Source: an optimization exercise on an open RTL-to-GDS flow (aim: small area and a short achievable clock period). Production flows keep margins and buffers that such runs may drop.
At most, simulation tests tie the RTL to the original design; equivalence was not proved.
Power figures rest on the tool's default switching activity, not on a simulated workload.

==> flow/design.v <==
package dds_modulator_pkg;
parameter FCLK_MHZ = 125;
parameter ENABLE_BIT = 0;
parameter DEBUG_BIT = 1;
parameter STATE_BITS = 3;    
parameter CONT_NO_MOD =     3'b?01;    
parameter CONT_MOD_FREC =   3'b111;
parameter CONT_MOD_PHASE =  3'b011;
parameter PULS_NO_MOD =     3'b?00;
parameter PULS_MOD_FREC =   3'b110;
parameter PULS_MOD_PHASE =  3'b010;
parameter PULS_NO_MOD_TB =     3'b000;
parameter CONT_NO_MOD_TB =  3'b001;    
parameter PERIOD_COUNTER_BITS = 15;
parameter PINC_BITS = 30;    
parameter BARKER_2 = 2'b10;
parameter BARKER_3 = 3'b110;
parameter BARKER_4 = 4'b1011;
parameter BARKER_5 = 5'b11101;
parameter BARKER_7 = 7'b1110010;
parameter BARKER_11 = 11'b11100010010;
parameter BARKER_13 = 13'b1111100110101;
parameter PHASE_OFFSET_180 = 536870911;
parameter MAX_DEBUG_PACKETS = 125000;
endpackage
`timescale 1ns / 1ps
module mm2s_dds_modulator(
    input wire          S_AXI_CLK,
    input wire          S_AXI_ARESETN,
    output wire         S_AXI_AWREADY,
    input wire   [31:0] S_AXI_AWADDR,
    input wire          S_AXI_AWVALID,
    output wire         S_AXI_WREADY,
    input wire   [31:0] S_AXI_WDATA,
    input wire   [3:0]  S_AXI_WSTRB,
    input wire          S_AXI_WVALID,
    input wire          S_AXI_BREADY,
    output wire  [1:0]  S_AXI_BRESP,
    output wire         S_AXI_BVALID,
    output wire         S_AXI_ARREADY,
    input wire   [31:0] S_AXI_ARADDR,
    input wire          S_AXI_ARVALID,
    input wire          S_AXI_RREADY,
    output wire  [31:0] S_AXI_RDATA,
    output wire  [1:0]  S_AXI_RRESP,
    output wire         S_AXI_RVALID,
    output wire dds_en_o,
    output wire [71:0] m_axis_modulation_tdata,
    output wire m_axis_modulation_tvalid,
    output wire m_axis_modulation_tlast,
    input wire m_axis_modulation_tready
);
    wire clk  = S_AXI_CLK;
    wire rstn = S_AXI_ARESETN;
    localparam [16:0] LFSR_LAST = 17'h1C742;
    reg w_data, w_resp;
    reg [2:0] widx;      
    always @(posedge clk) begin
        if (!rstn) begin
            w_data <= 1'b0;
            w_resp <= 1'b0;
        end else begin
            w_data <= w_data ? ~S_AXI_WVALID : (~w_resp & S_AXI_AWVALID);
            w_resp <= w_resp ? ~S_AXI_BREADY : (w_data & S_AXI_WVALID);
        end
    end
    assign S_AXI_AWREADY = ~(w_data | w_resp);
    assign S_AXI_WREADY  = w_data;
    assign S_AXI_BVALID  = w_resp;
    assign S_AXI_BRESP   = 2'b00;
    wire aw_bad = |S_AXI_AWADDR[1:0] | |S_AXI_AWADDR[7:5] | (S_AXI_AWADDR[4] & S_AXI_AWADDR[3]);
    always @(posedge clk)
        if (!w_data) widx <= aw_bad ? 3'd7 : S_AXI_AWADDR[4:2];
    wire wr = w_data & S_AXI_WVALID;
    wire we0 = wr & (widx == 3'd0);
    wire we1 = wr & (widx == 3'd1);
    wire we2 = wr & (widx == 3'd2);
    wire we3 = wr & (widx == 3'd3);
    wire we4 = wr & (widx == 3'd4);
    wire we5 = wr & (widx == 3'd5);
    reg [31:0] cfg0, cfg1, cfg2, cfg3, cfg4, cfg5;
    reg tlast_q;
    wire ld0 = rstn & we0, hd0 = rstn & ~we0;
    wire ld1 = rstn & we1, hd1 = rstn & ~we1;
    wire ld2 = rstn & we2, hd2 = rstn & ~we2;
    wire ld3 = rstn & we3, hd3 = rstn & ~we3;
    wire ld4 = rstn & we4, hd4 = rstn & ~we4;
    wire ld5 = rstn & we5, hd5 = rstn & ~we5;
    wire [31:0] wd = S_AXI_WDATA;
    wire [2:0]  sb_x   = we1 ? wd[2:0] : cfg1[2:0];
    wire [12:0] code_x = we5 ? wd[12:0] : cfg5[12:0];
    wire [31:0] cfg0_n;
    assign cfg0_n[0]    = (ld0 & wd[0]) | (hd0 & cfg0[0]);
    assign cfg0_n[1]    = !rstn ? 1'b0 : cfg0[1] ? ~tlast_q : (we0 & wd[1]);
    assign cfg0_n[31:2] = ({30{ld0}} & wd[31:2]) | ({30{hd0}} & cfg0[31:2]);
    wire [31:0] cfg1_n = {({29{ld1}} & wd[31:3]) | ({29{hd1}} & cfg1[31:3]), {3{rstn}} & sb_x};
    wire [31:0] cfg2_n = ({32{ld2}} & wd) | ({32{hd2}} & cfg2);
    wire [31:0] cfg3_n = ({32{ld3}} & wd) | ({32{hd3}} & cfg3);
    wire [31:0] cfg4_n = ({32{ld4}} & wd) | ({32{hd4}} & cfg4);
    wire [31:0] cfg5_n = {({19{ld5}} & wd[31:13]) | ({19{hd5}} & cfg5[31:13]), {13{rstn}} & code_x};
    always @(posedge clk) begin
        cfg0 <= cfg0_n;
        cfg1 <= cfg1_n;
        cfg2 <= cfg2_n;
        cfg3 <= cfg3_n;
        cfg4 <= cfg4_n;
        cfg5 <= cfg5_n;
    end
    reg r_valid;
    reg [31:0] rdata;
    always @(posedge clk) begin
        if (!rstn) r_valid <= 1'b0;
        else       r_valid <= r_valid ? ~S_AXI_RREADY : S_AXI_ARVALID;
    end
    assign S_AXI_ARREADY = ~r_valid;
    assign S_AXI_RVALID  = r_valid;
    assign S_AXI_RDATA   = rdata;
    assign S_AXI_RRESP   = 2'b00;
    wire ar_bad = |S_AXI_ARADDR[1:0] | |S_AXI_ARADDR[7:5];
    reg [31:0] rsel;
    always @(*) begin
        case (S_AXI_ARADDR[4:2])
            3'd0: rsel = cfg0;
            3'd1: rsel = cfg1;
            3'd2: rsel = cfg2;
            3'd3: rsel = cfg3;
            3'd4: rsel = cfg4;
            3'd5: rsel = cfg5;
            default: rsel = 32'd0;
        endcase
        if (ar_bad) rsel = 32'd0;
    end
    always @(posedge clk)
        if (!r_valid) rdata <= rsel;
    wire        en     = cfg0[0];
    wire        dbg    = cfg0[1];
    wire [2:0]  sb     = cfg1[2:0];
    wire [14:0] period = cfg2[14:0];
    wire [29:0] pinc   = cfg3[29:0];
    wire [29:0] phigh  = cfg4[29:0];
    wire [29:0] delta  = cfg5[29:0];
    wire [3:0]  bnum   = cfg5[31:28];
    reg  [14:0] pcnt;
    reg         ge_q;        
    reg         tz_q;        
    reg  [29:0] mcnt;
    reg  [3:0]  bcnt;
    reg         sel_m_q;     
    reg         sel_p_q;     
    reg         offset_q;    
    reg  [16:0] lfsr;
    wire pto_n = sb[0] | ~ge_q;             
    wire [14:0] pcnt_inc = pcnt + 15'd1;
    wire        p_clr  = !sb[0] && pcnt == period;
    wire        p_inc  = !sb[0] && en;
    wire [14:0] pcnt_x = p_clr ? 15'd0 : p_inc ? pcnt_inc : pcnt;
    wire [14:0] pcnt_n = {15{rstn}} & pcnt_x;
    wire [14:0] tau_w  = wd[30:16];
    wire        ge_hw, ge_iw;        
    dds_cmp_ge #(.W(15), .L(4)) u_ge_hw (.a(pcnt), .b(tau_w), .ge(ge_hw));
    dds_cmp_ge #(.W(15), .L(4)) u_ge_iw (.a(pcnt_inc), .b(tau_w), .ge(ge_iw));
    wire        ge_ir  = (&pcnt) ? tz_q : (ge_q | (pcnt_inc == cfg2[30:16]));
    wire        ge_w   = p_clr ? ~|tau_w : p_inc ? ge_iw : ge_hw;
    wire        ge_r   = p_clr ? tz_q : p_inc ? ge_ir : ge_q;
    wire        ge_x   = we2 ? ge_w : ge_r;
    wire        tz_n   = !rstn | (we2 ? ~|tau_w : tz_q);
    wire ge_n = !rstn | ge_x;
    wire        ramp  = sb[2] & sb[1];
    wire        run   = en & sb[1] & pto_n;
    wire        mcmp;
    dds_cmp_ge #(.W(30), .L(5)) u_mcmp (.a(mcnt), .b(phigh), .ge(mcmp));
    wire [29:0] mstart = ramp ? pinc : 30'd0;
    wire [29:0] msum;
    dds_add #(.W(30), .L(5)) u_madd (.a(mcnt), .b(sb[2] ? delta : 30'd1), .s(msum));
    wire [29:0] mcnt_n = (run && !mcmp) ? msum : mstart;
    wire        barker_en = ~sb[2] & sb[1] & pto_n;
    wire        bwrap     = (bcnt == bnum - 4'd1);
    wire [3:0]  bcnt_inc  = bcnt + 4'd1;
    wire        bstep     = run & mcmp;
    wire [3:0]  bcnt_n    = (!barker_en) ? 4'd0 : !bstep ? bcnt : bwrap ? 4'd0 : bcnt_inc;
    wire [15:0] code_n    = {3'b000, code_x};
    wire        code_hold = code_n[bcnt];
    wire        code_inc  = bwrap ? code_n[0] : code_n[bcnt_inc];
    wire        code_bit  = (!barker_en) ? code_n[0] : bstep ? code_inc : code_hold;
    wire        bmode_n   = ~sb_x[2] & sb_x[1];
    wire        offset_n  = bmode_n & ~code_bit;
    wire        pon_n  = sb_x[0] | ~ge_x;
    wire        ramp_n = sb_x[2] & sb_x[1];
    wire        cnt_go  = rstn & m_axis_modulation_tready & en & dbg & ~tlast_q;
    wire [16:0] lfsr_n  = cnt_go ? {lfsr[15:0], ~(lfsr[16] ^ lfsr[13])} : 17'd0;
    wire        tlast_n = cnt_go & (lfsr == LFSR_LAST);
    always @(posedge clk) begin
        pcnt     <= pcnt_n;
        ge_q     <= ge_n;
        tz_q     <= tz_n;
        mcnt     <= mcnt_n;
        bcnt     <= bcnt_n;
        offset_q <= offset_n;
        sel_m_q  <= ramp_n & pon_n;
        sel_p_q  <= ~ramp_n & pon_n;
        lfsr     <= lfsr_n;
        tlast_q  <= tlast_n;
    end
    assign dds_en_o = en;
    assign m_axis_modulation_tvalid = en & m_axis_modulation_tready;
    assign m_axis_modulation_tlast  = tlast_q;
    assign m_axis_modulation_tdata  = {7'b0, ~sb[0] & ge_q, 2'b00, 1'b0, {29{offset_q}}, 2'b00,
                                       ({30{sel_m_q}} & mcnt) | ({30{sel_p_q}} & pinc)};
endmodule
module dds_cmp_ge #(parameter W = 15, parameter L = 4) (
    input  [W-1:0] a,
    input  [W-1:0] b,
    output         ge
);
    localparam N = 1 << L;
    wire [N*(L+1)-1:0] gt, lt;
    genvar i, l;
    generate
        for (i = 0; i < N; i = i + 1) begin : lv0
            if (i < W) begin : leaf
                assign gt[i] = a[i] & ~b[i];
                assign lt[i] = ~a[i] & b[i];
            end else begin : pad
                assign gt[i] = 1'b0;
                assign lt[i] = 1'b0;
            end
        end
        for (l = 0; l < L; l = l + 1) begin : lv
            for (i = 0; i < N; i = i + 1) begin : nd
                if (i < (N >> (l + 1))) begin : node
                    assign gt[(l+1)*N + i] = gt[l*N + 2*i + 1] | (~lt[l*N + 2*i + 1] & gt[l*N + 2*i]);
                    assign lt[(l+1)*N + i] = lt[l*N + 2*i + 1] | (~gt[l*N + 2*i + 1] & lt[l*N + 2*i]);
                end else begin : unused
                    assign gt[(l+1)*N + i] = 1'b0;
                    assign lt[(l+1)*N + i] = 1'b0;
                end
            end
        end
    endgenerate
    assign ge = ~lt[L*N];
endmodule
module dds_add #(parameter W = 30, parameter L = 5) (
    input  [W-1:0] a,
    input  [W-1:0] b,
    output [W-1:0] s
);
    wire [W*(L+1)-1:0] g, p;
    genvar i, l;
    generate
        for (i = 0; i < W; i = i + 1) begin : lv0
            assign g[i] = a[i] & b[i];
            assign p[i] = a[i] ^ b[i];
        end
        for (l = 0; l < L; l = l + 1) begin : lv
            for (i = 0; i < W; i = i + 1) begin : nd
                if ((i >> l) & 1) begin : node
                    assign g[(l+1)*W + i] = g[l*W + i] | (p[l*W + i] & g[l*W + ((i >> l) << l) - 1]);
                    assign p[(l+1)*W + i] = p[l*W + i] & p[l*W + ((i >> l) << l) - 1];
                end else begin : pass
                    assign g[(l+1)*W + i] = g[l*W + i];
                    assign p[(l+1)*W + i] = p[l*W + i];
                end
            end
        end
    endgenerate
    assign s = p[W-1:0] ^ {g[L*W +: W-1], 1'b0};
endmodule
export LEC_CHECK = 0
export CAP_MARGIN = 20
export CORE_MARGIN = 2
export CORE_UTILIZATION = 40
export SETUP_SLACK_MARGIN = 2.5
export SLEW_MARGIN = 20
create_clock -name core_clock -period 5.5 [get_ports {S_AXI_CLK}]
standard.sh (not shown) runs the stock make flow with config.mk's settings and CLKGATE_MAP_FILE= SYNTH_SCRIPT=/design/flow/synth_recipe.tcl, a recipe that flattens the netlist after the stock synthesis.
==> flow/flow/run.sh <==
#!/bin/bash
cp standard.sh standard_sh.log
export BUFFER_PORTS_ARGS="-buffer_cell sky130_fd_sc_hd__buf_1"
bash standard.sh > standard.log 2>&1
Then changed:
--- a/flow/design.v
+++ b/flow/design.v
@@ -142,7 +142,6 @@
     wire [3:0]  bnum   = cfg5[31:28];
     reg  [14:0] pcnt;
     reg         ge_q;        
-    reg         tz_q;        
     reg  [29:0] mcnt;
     reg  [3:0]  bcnt;
     reg         sel_m_q;     
@@ -151,19 +150,13 @@
     reg  [16:0] lfsr;
     wire pto_n = sb[0] | ~ge_q;             
     wire [14:0] pcnt_inc = pcnt + 15'd1;
-    wire        p_clr  = !sb[0] && pcnt == period;
-    wire        p_inc  = !sb[0] && en;
-    wire [14:0] pcnt_x = p_clr ? 15'd0 : p_inc ? pcnt_inc : pcnt;
+    wire [14:0] pcnt_x = (!sb[0] && pcnt == period) ? 15'd0 :
+                         (!sb[0] && en) ? pcnt_inc : pcnt;
     wire [14:0] pcnt_n = {15{rstn}} & pcnt_x;
-    wire [14:0] tau_w  = wd[30:16];
-    wire        ge_hw, ge_iw;        
-    dds_cmp_ge #(.W(15), .L(4)) u_ge_hw (.a(pcnt), .b(tau_w), .ge(ge_hw));
-    dds_cmp_ge #(.W(15), .L(4)) u_ge_iw (.a(pcnt_inc), .b(tau_w), .ge(ge_iw));
-    wire        ge_ir  = (&pcnt) ? tz_q : (ge_q | (pcnt_inc == cfg2[30:16]));
-    wire        ge_w   = p_clr ? ~|tau_w : p_inc ? ge_iw : ge_hw;
-    wire        ge_r   = p_clr ? tz_q : p_inc ? ge_ir : ge_q;
-    wire        ge_x   = we2 ? ge_w : ge_r;
-    wire        tz_n   = !rstn | (we2 ? ~|tau_w : tz_q);
+    wire ge_w, ge_r;     
+    dds_cmp_ge #(.W(15), .L(4)) u_ge_w (.a(pcnt_x), .b(wd[30:16]), .ge(ge_w));
+    dds_cmp_ge #(.W(15), .L(4)) u_ge_r (.a(pcnt_x), .b(cfg2[30:16]), .ge(ge_r));
+    wire ge_x = we2 ? ge_w : ge_r;
     wire ge_n = !rstn | ge_x;
     wire        ramp  = sb[2] & sb[1];
     wire        run   = en & sb[1] & pto_n;
@@ -192,7 +185,6 @@
     always @(posedge clk) begin
         pcnt     <= pcnt_n;
         ge_q     <= ge_n;
-        tz_q     <= tz_n;
         mcnt     <= mcnt_n;
         bcnt     <= bcnt_n;
         offset_q <= offset_n;
@@ -213,31 +205,31 @@
     output         ge
 );
     localparam N = 1 << L;
-    wire [N*(L+1)-1:0] gt, lt;
+    wire [N*(L+1)-1:0] g, e;
     genvar i, l;
     generate
         for (i = 0; i < N; i = i + 1) begin : lv0
             if (i < W) begin : leaf
-                assign gt[i] = a[i] & ~b[i];
-                assign lt[i] = ~a[i] & b[i];
+                assign g[i] = a[i] & ~b[i];
+                assign e[i] = ~(a[i] ^ b[i]);
             end else begin : pad
-                assign gt[i] = 1'b0;
-                assign lt[i] = 1'b0;
+                assign g[i] = 1'b0;
+                assign e[i] = 1'b1;
             end
         end
         for (l = 0; l < L; l = l + 1) begin : lv
             for (i = 0; i < N; i = i + 1) begin : nd
                 if (i < (N >> (l + 1))) begin : node
-                    assign gt[(l+1)*N + i] = gt[l*N + 2*i + 1] | (~lt[l*N + 2*i + 1] & gt[l*N + 2*i]);
-                    assign lt[(l+1)*N + i] = lt[l*N + 2*i + 1] | (~gt[l*N + 2*i + 1] & lt[l*N + 2*i]);
+                    assign g[(l+1)*N + i] = g[l*N + 2*i + 1] | (e[l*N + 2*i + 1] & g[l*N + 2*i]);
+                    assign e[(l+1)*N + i] = e[l*N + 2*i + 1] & e[l*N + 2*i];
                 end else begin : unused
-                    assign gt[(l+1)*N + i] = 1'b0;
-                    assign lt[(l+1)*N + i] = 1'b0;
+                    assign g[(l+1)*N + i] = 1'b0;
+                    assign e[(l+1)*N + i] = 1'b0;
                 end
             end
         end
     endgenerate
-    assign ge = ~lt[L*N];
+    assign ge = g[L*N] | e[L*N];
 endmodule
 module dds_add #(parameter W = 30, parameter L = 5) (
     input  [W-1:0] a,
Result:
- area after synthesis decreases by 1.4%
- routed wire length decreases by 2.5%
- via count falls by 5.7%
- count of clock-buffer cells in the layout went up by 1
- design area increases by 1.5%
- clock power went up by about 5%
- sequential share of layout area shrinks by 0.62 points
- clock skew came out lower by 6.9 ps
- die area falls by 1.3%
- setup slack gets worse by 430 ps
- utilization climbs by 1.0 points
- power rose by 2.3%
No functional check of the RTL was part of the second run of this note.

afterwards: timing with drivers on the ports:
The flow's constraints put no driver on any port. The routed layouts listed below were extracted and timed again, unchanged, in two steps. Step 1 (the two cells are an assumption about what drives the block):
set clk [get_ports {S_AXI_CLK}]
set_driving_cell -lib_cell sky130_fd_sc_hd__clkbuf_16 $clk
set_driving_cell -lib_cell sky130_fd_sc_hd__buf_2 [delete_from_list [all_inputs] $clk]
Step 2, shift: input delay + t, output delay - t, t = (earliest + latest rising clock arrival at the registers) / 2. This alone moves slack from input paths to output paths. a / b / c = ideal ports / drivers / drivers and shift; a / b = the first two.
| run | shift t [ns] | setup WS [ns] | worst setup path after step 2 | slew at the worst register clock pin (ns) |
|---|---|---|---|---|
| the first run | 0.601 | 2.568 / 2.568 / 2.012 | input to register | 0.06 / 0.06 |
| the second run | 0.581 | 2.140 / 2.140 / 1.998 | input to register | 0.06 / 0.06 |
After both steps every run listed still meets setup and hold. For the first run, which loses most, drivers alone change the setup slack by 0.000 ns; drivers and shift together by -0.556 ns.
